What follows belongs to an exercise in optimizing a design on an open flow for small area and a short achievable clock period; a production flow would make more cautious choices. In this exercise RTL edits were held to simulation tests only and were not proved equivalent to the original. Power figures rest on the tool's default switching activity, not on a simulated workload.

===== design.v =====
`timescale 1ns/10ps
 `timescale 1ns/10ps
module switch_router_dsb (
    clk, rst, lx, ly,
    P_datain, P_dataout, P_reqin, P_ackout, P_ackin, P_reqout,
    S_datain, S_dataout, S_reqin, S_ackout, S_ackin, S_reqout,
    W_datain, W_dataout, W_reqin, W_ackout, W_ackin, W_reqout,
    N_datain, N_dataout, N_reqin, N_ackout, N_ackin, N_reqout,
    E_datain, E_dataout, E_reqin, E_ackout, E_ackin, E_reqout
);
input clk, rst;
input [2:0] lx, ly;
input P_reqin, P_ackout;
input S_reqin, S_ackout;
input W_reqin, W_ackout;
input N_reqin, N_ackout;
input E_reqin, E_ackout;
output P_ackin, P_reqout;
output S_ackin, S_reqout;
output W_ackin, W_reqout;
output N_ackin, N_reqout;
output E_ackin, E_reqout;
input [72-1:0] P_datain;
input [72-1:0] S_datain;
input [72-1:0] W_datain;
input [72-1:0] N_datain;
input [72-1:0] E_datain;
output [72-1:0] P_dataout;
output [72-1:0] S_dataout;
output [72-1:0] W_dataout;
output [72-1:0] N_dataout;
output [72-1:0] E_dataout;
localparam DW = 70;    
function [4:0] route;
    input [5:0] dest;
    input [2:0] x0, y0;
    begin
        if (dest[2:0] == x0) begin
            if (dest[5:3] == y0)     route = 5'b10000;
            else if (dest[5:3] > y0) route = 5'b00001;
            else                     route = 5'b00100;
        end else if (dest[2:0] > x0) route = 5'b01000;
        else                         route = 5'b00010;
    end
endfunction
function [4:0] rr;
    input [4:0] req, mask;
    reg [4:0] m, u;
    begin
        m  = req & mask;
        u  = (|m) ? m : req;
        rr = u & ~{|u[3:0], |u[2:0], |u[1:0], u[0], 1'b0};
    end
endfunction
function [4:0] above;
    input [4:0] g;
    begin
        above = {|g[3:0], |g[2:0], |g[1:0], g[0], 1'b0};
    end
endfunction
wire [5*72-1:0] din = {P_datain, E_datain, N_datain, W_datain, S_datain};
wire [4:0] reqin  = {P_reqin, E_reqin, N_reqin, W_reqin, S_reqin};
wire [4:0] ackout = {P_ackout, E_ackout, N_ackout, W_ackout, S_ackout};
wire [24:0]     hroute;    
wire [24:0]     hroute_n;  
wire [5*DW-1:0] ihead;     
wire [24:0]     occ;       
wire [24:0]     occ_n;     
wire [4:0]      mfull_n;   
wire [5*DW-1:0] mhead_n;   
wire [4:0]      ackin_w;
reg  [24:0] ig;            
reg  [24:0] imask;         
reg  [24:0] gnt;           
reg  [24:0] omask;         
reg  [24:0] fin;           
reg  [4:0]  taken, ipop, mpush;
reg  [5*DW-1:0] wdata;     
integer i, j, k;
always @* begin
    taken = 5'b0;
    for (i = 0; i < 5; i = i + 1) begin
        fin[i*5+:5] = ig[i*5+:5] & ~taken;
        taken = taken | ig[i*5+:5];
    end
    mpush = taken;
    for (i = 0; i < 5; i = i + 1)
        ipop[i] = |fin[i*5+:5];
    for (j = 0; j < 5; j = j + 1) begin
        wdata[j*DW+:DW] = {DW{1'b0}};
        for (i = 0; i < 5; i = i + 1)
            wdata[j*DW+:DW] = wdata[j*DW+:DW] | ({DW{fin[i*5+j]}} & ihead[i*DW+:DW]);
    end
end
reg [24:0] compat_n, ig_n, imask_n;
always @* begin
    for (i = 0; i < 5; i = i + 1) begin
        imask_n[i*5+:5] = (|ig[i*5+:5]) ? above(ig[i*5+:5]) : imask[i*5+:5];
        for (j = 0; j < 5; j = j + 1)
            compat_n[i*5+j] = ~mfull_n[j] & (|hroute_n[i*5+:5]) &
                              ((~|occ_n[j*5+:5]) | (|(occ_n[j*5+:5] & hroute_n[i*5+:5])));
        ig_n[i*5+:5] = rr(compat_n[i*5+:5], imask_n[i*5+:5]);
    end
end
always @(posedge clk or posedge rst) begin
    if (rst) begin
        ig    <= 25'b0;
        imask <= 25'b0;
    end else begin
        ig    <= ig_n;
        imask <= imask_n;
    end
end
genvar gi, gr;
generate
for (gi = 0; gi < 5; gi = gi + 1) begin : IN
    reg [3:0] cnt;           
    reg       room;          
    reg [6:0] rp;            
    reg [2:0] wp;            
    reg [DW-1:0] hi;         
    reg [4:0] hr;            
    reg [4:0] nr;            
    wire full = cnt[3];
    wire ne   = |cnt;                                    
    wire ge2  = cnt[3] | cnt[2] | cnt[1];                
    wire ge3  = cnt[3] | cnt[2] | (cnt[1] & cnt[0]);     
    wire push = reqin[gi] & room;
    wire pop  = ipop[gi];
    wire [DW-1:0] d = din[gi*72 +: DW];
    wire [6:0] rpn = {rp[5:0], rp[6]};
    wire [2:0] wpn = (wp == 3'd6) ? 3'd0 : wp + 3'd1;
    reg [5:0] nxt;           
    wire [DW*7-1:0] mem;
    for (gr = 0; gr < 7; gr = gr + 1) begin : ROW
        reg [DW-1:0] q;
        always @(posedge clk)
            if (wp == gr && !full) q <= d;
        assign mem[gr*DW +: DW] = q;
    end
    integer r;
    always @* begin
        nxt   = 6'b0;
        for (r = 0; r < 7; r = r + 1) begin
            nxt   = nxt   | ({6{rpn[r]}}  & mem[r*DW+58 +: 6]);
        end
    end
    wire [4:0] rin  = route(d[63:58], lx, ly);
    wire [4:0] rnxt = route(nxt, lx, ly);
    wire [4:0] hr_n = (pop ? ge2 : ne) ? (pop ? nr : hr) : (push ? rin : 5'b0);
    wire [4:0] nr_n = (pop ? ge3 : ge2) ? (pop ? rnxt : nr) : rin;
    wire fpush = push & (ge2 | ne & ~pop);
    wire fpop  = pop & ge2;
    reg [DW-1:0] hi_n;
    always @* begin
        hi_n = {DW{~ge2}} & d;
        for (r = 0; r < 7; r = r + 1)
            hi_n = hi_n | ({DW{rp[r] & ge2}} & mem[r*DW +: DW]);
    end
    always @(posedge clk)
        if (pop | ~ne) hi <= hi_n;
    always @(posedge clk) nr <= nr_n;
    always @(posedge clk or posedge rst) begin
        if (rst) begin
            cnt  <= 4'd0;
            room <= 1'b1;
            rp   <= 7'b1;
            wp   <= 3'd0;
            hr   <= 5'b0;
        end else begin
            if (push & ~pop) begin
                cnt  <= cnt + 4'd1;
                room <= (cnt != 4'd7);
            end else if (pop & ~push) begin
                cnt  <= cnt - 4'd1;
                room <= 1'b1;
            end
            if (fpush) wp <= wpn;
            if (fpop)  rp <= rpn;
            hr <= hr_n;
        end
    end
    assign hroute[gi*5+:5]   = hr;
    assign hroute_n[gi*5+:5] = hr_n;
    assign ihead[gi*DW+:DW]  = hi;
    assign ackin_w[gi]       = reqin[gi] & room;
end
endgenerate
assign S_ackin = ackin_w[0];
assign W_ackin = ackin_w[1];
assign N_ackin = ackin_w[2];
assign E_ackin = ackin_w[3];
assign P_ackin = ackin_w[4];
reg [4:0] mpop;
always @* begin
    for (j = 0; j < 5; j = j + 1) begin
        mpop[j] = 1'b0;
        for (k = 0; k < 5; k = k + 1)
            mpop[j] = mpop[j] | (gnt[k*5+j] & ackout[k]);
    end
end
generate
for (gi = 0; gi < 5; gi = gi + 1) begin : MM
    reg [3:0] cnt;           
    reg [6:0] rp;            
    reg [2:0] wp;            
    reg [4:0] oc;
    reg [DW-1:0] hd;
    wire full = cnt[3];
    wire ne   = |cnt;
    wire many = cnt[3] | cnt[2] | cnt[1];                
    wire push = mpush[gi];
    wire pop  = mpop[gi];
    wire lastpop = pop & ~many;
    wire [6:0] rpn = {rp[5:0], rp[6]};
    wire [2:0] wpn = (wp == 3'd6) ? 3'd0 : wp + 3'd1;
    wire [DW*7-1:0] mem;
    reg [4:0] wr;
    wire [DW-1:0] w = wdata[gi*DW +: DW];
    always @* begin
        wr = 5'b0;
        for (i = 0; i < 5; i = i + 1)
            wr = wr | ({5{fin[i*5+gi]}} & hroute[i*5+:5]);
    end
    wire [4:0] oc_n = (oc & {5{~lastpop}}) | wr;
    for (gr = 0; gr < 7; gr = gr + 1) begin : ROW
        reg [DW-1:0] q;
        always @(posedge clk)
            if (wp == gr && !full) q <= w;
        assign mem[gr*DW +: DW] = q;
    end
    wire fpush = push & many | push & ne & ~pop;
    wire fpop  = pop & many;
    wire full_n = (push & ~pop) ? (cnt == 4'd7) : (pop & ~push) ? 1'b0 : full;
    wire sf = many & pop;
    wire sw = ~sf & push & (~ne | pop);
    reg [DW-1:0] hd_n;
    integer r;
    always @* begin
        hd_n = ({DW{sw}} & w) | ({DW{~sf & ~sw}} & hd);
        for (r = 0; r < 7; r = r + 1)
            hd_n = hd_n | ({DW{rp[r] & sf}} & mem[r*DW +: DW]);
    end
    always @(posedge clk) hd <= hd_n;
    always @(posedge clk or posedge rst) begin
        if (rst) begin
            cnt <= 4'd0;
            rp  <= 7'b1;
            wp  <= 3'd0;
            oc  <= 5'b0;
        end else begin
            if (push & ~pop)      cnt <= cnt + 4'd1;
            else if (pop & ~push) cnt <= cnt - 4'd1;
            if (fpush) wp <= wpn;
            if (fpop)  rp <= rpn;
            oc <= oc_n;
        end
    end
    assign occ[gi*5+:5]       = oc;
    assign occ_n[gi*5+:5]     = oc_n;
    assign mfull_n[gi]        = full_n;
    assign mhead_n[gi*DW+:DW] = hd_n;
end
endgenerate
reg [4:0]  oreq_n, omask_n;
reg [24:0] gnt_n, omask_nx;
reg [4:0]  oreq, oreq_nx;
reg [5*DW-1:0] odata, odata_n;
always @* begin
    for (k = 0; k < 5; k = k + 1) begin
        for (j = 0; j < 5; j = j + 1)
            oreq_n[j] = occ_n[j*5+k];
        omask_n = (|gnt[k*5+:5]) ? above(gnt[k*5+:5]) : omask[k*5+:5];
        omask_nx[k*5+:5] = omask_n;
        gnt_n[k*5+:5] = rr(oreq_n, omask_n);
        oreq_nx[k] = |oreq_n;
        odata_n[k*DW+:DW] = {DW{1'b0}};
        for (j = 0; j < 5; j = j + 1)
            odata_n[k*DW+:DW] = odata_n[k*DW+:DW] | ({DW{gnt_n[k*5+j]}} & mhead_n[j*DW+:DW]);
    end
end
always @(posedge clk or posedge rst) begin
    if (rst) begin
        gnt   <= 25'b0;
        omask <= 25'b0;
        oreq  <= 5'b0;
    end else begin
        gnt   <= gnt_n;
        omask <= omask_nx;
        oreq  <= oreq_nx;
    end
end
always @(posedge clk) odata <= odata_n;
assign S_dataout = {2'b10, odata[0*DW+:DW]};
assign W_dataout = {2'b10, odata[1*DW+:DW]};
assign N_dataout = {2'b10, odata[2*DW+:DW]};
assign E_dataout = {2'b10, odata[3*DW+:DW]};
assign P_dataout = {2'b10, odata[4*DW+:DW]};
assign S_reqout = oreq[0];
assign W_reqout = oreq[1];
assign N_reqout = oreq[2];
assign E_reqout = oreq[3];
assign P_reqout = oreq[4];
endmodule

===== flow/run.sh =====
#!/bin/bash
# Layout flow: the standard synthesis, then the standard ORFS flow with a few
# extra make settings that only change how the layout is optimised:
#  - gate sizing is not limited to cells of the same footprint,
#  - ports are buffered with PORT_BUF instead of the delay cell buffer_ports picks,
#  - clock tree: clusters of up to 30 sinks within 60 um, clkbuf_16 only, and no
#    dummy loads (the tree is not padded with extra load cells for balancing),
#  - after global routing, flow/post_grt.tcl runs one more timing repair pass
#    (aiming for POST_GRT_MARGIN) and repairs max slew/capacitance again.
#  - up to 10 antenna repair rounds after detailed routing (ORFS default 5).
# Each step's output goes to a log file of its own in this folder.
set -euo pipefail
SETUP_MARGIN=5.6
POST_GRT_MARGIN=5.75
PORT_BUF=sky130_fd_sc_hd__buf_2
CTS="-sink_clustering_enable -repair_clock_nets -sink_clustering_size 30 -sink_clustering_max_diameter 60 -buf_list sky130_fd_sc_hd__clkbuf_16 -dont_use_dummy_load"
HOOK="$PWD/flow/post_grt.tcl"
test -s "$HOOK"
bash standard.sh synth > synth.log 2>&1
sed 's|"\${@:-finish}"|SETUP_SLACK_MARGIN='"$SETUP_MARGIN"' MATCH_CELL_FOOTPRINT=0 "BUFFER_PORTS_ARGS=-buffer_cell '"$PORT_BUF"'" "CTS_ARGS='"$CTS"'" POST_GLOBAL_ROUTE_TCL='"$HOOK"' POST_GRT_SETUP_MARGIN='"$POST_GRT_MARGIN"' MAX_REPAIR_ANTENNAS_ITER_DRT=10 "${@:-finish}"|' standard.sh > layout.sh
grep -q 'dont_use_dummy_load' layout.sh
grep -q 'POST_GLOBAL_ROUTE_TCL' layout.sh
bash layout.sh finish > layout.log 2>&1
test -s out/final.def

===== flow/post_grt.tcl =====
# After global routing (and its own repairs): one more timing repair pass with
# the global-route parasitics, then repair max slew / max capacitance
# violations that timing repair may leave (it upsizes loads). After each,
# legalize and update the global routes of the changed nets, as
# global_route.tcl does.
if { [env_var_exists_and_non_empty DONT_USE_CELLS] } {
  set_dont_use $::env(DONT_USE_CELLS)
}
set_propagated_clock [all_clocks]
estimate_parasitics -global_routing
puts "post-grt: worst slack before [worst_slack -max]"
repair_timing -setup -setup_margin $::env(POST_GRT_SETUP_MARGIN) -repair_tns 100 -verbose
global_route -start_incremental
detailed_placement
global_route -end_incremental
estimate_parasitics -global_routing
repair_design -slew_margin 30 -cap_margin 30 -verbose
global_route -start_incremental
detailed_placement
global_route -end_incremental
estimate_parasitics -global_routing
report_check_types -max_slew -max_capacitance -violators
puts "post-grt: worst slack after [worst_slack -max]"

===== standard.sh =====
#!/bin/bash
# synth_recipe.tcl (not shown) runs the flow's synth.tcl, then flattens the netlist and writes it again
# the make line also repeats each setting of config.mk as NAME=value (left out here)
make -C /OpenROAD-flow-scripts/flow DESIGN_CONFIG=/design/flow/config.mk WORK_HOME=/design/flow/orfs CLKGATE_MAP_FILE= SYNTH_SCRIPT=/design/flow/synth_recipe.tcl "${@:-finish}"

===== config.mk =====
export PLATFORM = sky130hd
export DESIGN_NAME = switch_router_dsb
export DESIGN_NICKNAME = switch_router_dsb
export VERILOG_FILES = /design/flow/design.v
export SDC_FILE = /design/flow/constraint.sdc
export NUM_CORES = 8
export LEC_CHECK = 0
export CAP_MARGIN = 20
export CORE_MARGIN = 2
export CORE_UTILIZATION = 40
export SLEW_MARGIN = 20

===== constraint.sdc =====
create_clock -name core_clock -period 10.0 [get_ports {clk}]
set_input_delay 2.0000 -clock core_clock [delete_from_list [all_inputs] [get_ports {clk}]]
set_output_delay 2.0000 -clock core_clock [all_outputs]
set_load 0.01 [all_outputs]

==> flow_metrics.env <==
export IMPL_finalWirelength_mm=1060
export IMPL_insertion_delay_ns=1.13
export IMPL_endpoint_kind="register"
export IMPL_synth_ff_type="edfxtp_1"
export IMPL_cts_sinks=6275
export IMPL_synth_area_um2=247000
export IMPL_multi_input_area_um2=64400
export IMPL_critical_path_required_ns=10.97
export IMPL_worstSetupPathType="register to register"
export IMPL_viasPerCell=6.78
export IMPL_p_per_area_nw_per_um2=370
export IMPL_grt_total_usage=0.311
export IMPL_cts_tree="yes"
export IMPL_die_area_um2=623000
export IMPL_htree_levels=5
export IMPL_hold_buffers=0
export IMPL_gr_total_overflow=0
export IMPL_syn_inst=16817
export IMPL_drv_cap=0
export IMPL_leakage_nw=92.4
export IMPL_synth_edff_count=5275
export IMPL_io_pins=748
export IMPL_first_pass_iters=20
export IMPL_seq_area_frac_synth=0.730
export IMPL_relSlewSlack=0.174
export IMPL_layout_nets=17924
export IMPL_critical_path_cell_chain="nor3_2, and2_4, buf_4, a221o_1, a221oi_2, o221ai_2"
export IMPL_die_h_um=789
export IMPL_fin_ws_ns=5.56
export IMPL_ir_worst_vdd_uv=397
export IMPL_hpwl_mm=666
export IMPL_io_buffer_count=727
export IMPL_cts_resized=415
export IMPL_cts_buffers=419
export IMPL_gp_congestion=0.998
export IMPL_ant_nets=0
export IMPL_path_clk_slew_ns=0.08
export IMPL_slowest_delay_ns=0.91
export IMPL_fmax_ghz=0.225
export IMPL_worst_slew_pin_slew_ns=1.24
export IMPL_grt_pass1_wl_mm=1350
export IMPL_clk_path_buf_depth=4
export IMPL_setup_viol=0
export IMPL_setup_tns_ns=0
export IMPL_fin_total_pwr_mw=104
export IMPL_cp_arrival_ns=5.41
export IMPL_grt_max_degree=144
export IMPL_synth_seq_cells=6275
export IMPL_fin_crit_sh=0.444
export IMPL_drive_gt1_frac=0.165
export IMPL_syn_area_per_cell_um2=14.7
export IMPL_fin_crit_ns=4.44
export IMPL_path_max_fanout=45
export IMPL_synth_area_top_cells="edfxtp_1 (64%), dfxtp_1 (5.7%), a22oi_1 (4.7%)"
export IMPL_area_growth_pct=13.6
export IMPL_dp_slack_ns=2.57
export IMPL_crit_family="compound AO/OA/AOI/OAI gates"
export IMPL_cts_root_buf="clkbuf_16"
export IMPL_initial_utilization=0.401
export IMPL_synth_top_area_share=0.642
export IMPL_antenna_found_initial=395
export IMPL_startpoint_type="register"
export IMPL_synth_top_area_cell="edfxtp_1"
export IMPL_num_vias=176889
export IMPL_regArea_um2=180000
export IMPL_grt_pass1_vias=153171
export IMPL_drv_slew=0
export IMPL_async_flop_share=0.0478
export IMPL_layout_cells_non_filler=26101
export IMPL_hold_slack_ns=0.483
export IMPL_yosys_warnings=1
export IMPL_critPathSlowestCell="a221o_1"
export IMPL_postCtsSetupBuffers=86
export IMPL_fp_coreArea_um2=615000
export IMPL_wl_per_cell_um=40.6
export IMPL_drc=0
export IMPL_fin_skew_ns=0.197
export IMPL_die_w_um=789
export IMPL_fillers=53704
export IMPL_status="timing/DRC/antenna clean"
export IMPL_rows=288
export IMPL_hold_viol=0
export IMPL_synth_cell_types=98
export IMPL_critPathBufInv=1
export IMPL_drt_iter0_markers=33546
export IMPL_placed_cells=24766
export IMPL_min_path_type="register to register"
## worst paths after layout
| kind | end | startpoint | cells after the start | slack (ns) |
|---|---|---|---|---|
| worst max-delay path | odata[168] | ig[14] | 6 | 5.56 |
| worst min-delay path | MM[4].hd[4] | MM[4].hd[4] | 2 | 0.48 |
| worst max register to register | odata[168] | ig[14] | 6 | 5.56 |
| worst min register to register | MM[4].hd[4] | MM[4].hd[4] | 2 | 0.48 |
| max in group asynchronous | ig[9] | rst | 4 | 7.25 |
| min in group asynchronous | MM[4].rp[1] | rst | 3 | 1.08 |
## Yosys cell counts, types with 71 or more instances
cell type and count:
nor2_1 859, a31oi_1 373, dfrtp_1 285, ha_1 105, a21oi_1 809, o21ai_0 501
o221ai_1 292, a22oi_1 1557, a221oi_1 442, o31ai_1 94, buf_1 96, and3_1 166
mux2_2 92, a211oi_1 97, edfxtp_1 5275, nand3_1 465, a222oi_1 586, inv_1 318
o31a_1 71, nand2_1 953, dfxtp_1 700, clkbuf_1 1142, a221o_1 630, and2_1 71
buf_2 89
## final cells by class
class | count | share of cell area
Sequential cell | 6275 | 0.643
Multi-Input combinational cell | 8892 | 0.230
Timing Repair Buffer | 1519 | 0.0442
Clock buffer | 419 | 0.0374
Tap cell | 8120 | 0.0363
Antenna cell | 552 | 0.00493
Inverter | 324 | 0.00460
## state kept, by name, indices dropped and copies added, names as in the netlist, 35 cells and up
| name | count |
|---|---|
| MM.ROW.q | 2450 |
| odata | 350 |
| IN.hi | 350 |
| IN.rp | 35 |
| IN.ROW.q | 2450 |
| MM.hd | 350 |
| MM.rp | 35 |
## power breakdown
group	switching, mW	internal [mW]	total, mW
combinational	34.2	11.5	45.8
clock	8.52	7.36	15.9
sequential	4.21	37.7	41.9
## metal layers
metal,GRT usage,part of all wire,up-vias
met5,0.00298,0.0015,-
met4,0.175,0.081,208
met3,0.149,0.17,3107
met2,0.427,0.40,14355
met1,0.399,0.35,88814
li1,-,-,70405
## worst register-to-register path, delay by kind of cell (launching register included)
family	cells	cell delay [ns]
compound gates	3	1.64
flops	1	0.64
simple gates	2	1.26
buf+inv	1	0.79
## placed cells by master (no fill, tap or decap), drive strengths merged, types with 53 or more instances in the layout
cell type / instances
a211oi: 103
a21oi: 814
a221o: 630
a221oi: 443
a222oi: 586
a22oi: 1557
a31oi: 373
and2: 76
and3: 166
buf: 1464
clkbuf: 474
dfrtp: 285
dfxtp: 700
diode: 552
edfxtp: 5275
ha: 105
inv: 312
mux2: 92
nand2: 954
nand3: 466
nor2: 862
nor2b: 53
nor3: 69
o21ai: 506
o221ai: 362
o31a: 71
o31ai: 95
## stage by stage
stage	util	instance area (um^2)
floorplan	-	247000
global placement	0.423	260000
detailed placement	0.423	260000
CTS	0.444	273000
finish	0.456	280000
## logic make-up after synthesis
family          count (synthesis)  share of synthesized area
compound gates               5767                      0.180
xor+xnor                       40                    0.00142
fa+ha+maj                     115                    0.00614
buf+inv                      1672                     0.0263
flops                        6275                      0.730
mux                            94                    0.00428
other cells                     2                  0.0000305
simple gates                 2852                     0.0522

==> static timing again, ports no longer ideal <==
In the flow no input, the clock included, has a driving cell. The finished layout below was timed again as built, in two steps.
Step 1, drivers: a clkbuf_16 drives clk and a buf_2 each remaining input, both assumed.
Step 2 adds t to the input delays and takes it off the output delays; t is the mean of the earliest and latest rising clock arrival at the registers after step 1. Input paths then give back, and output paths get back, about the clock's delay inside the block.
a / b / c = no drivers / after step 1 / after step 2; a / b = the first two.
shift t [ns]: 1.175
setup WS [ns]: 5.560 / 5.560 / 4.451
worst hold slack (ns): 0.483 / 0.483 / 0.483
clock arrival spread, ns: 0.205 / 0.205
After both steps this run still meets setup and hold. For this run, drivers alone change the setup slack by 0.000 ns; drivers and shift together by -1.109 ns.
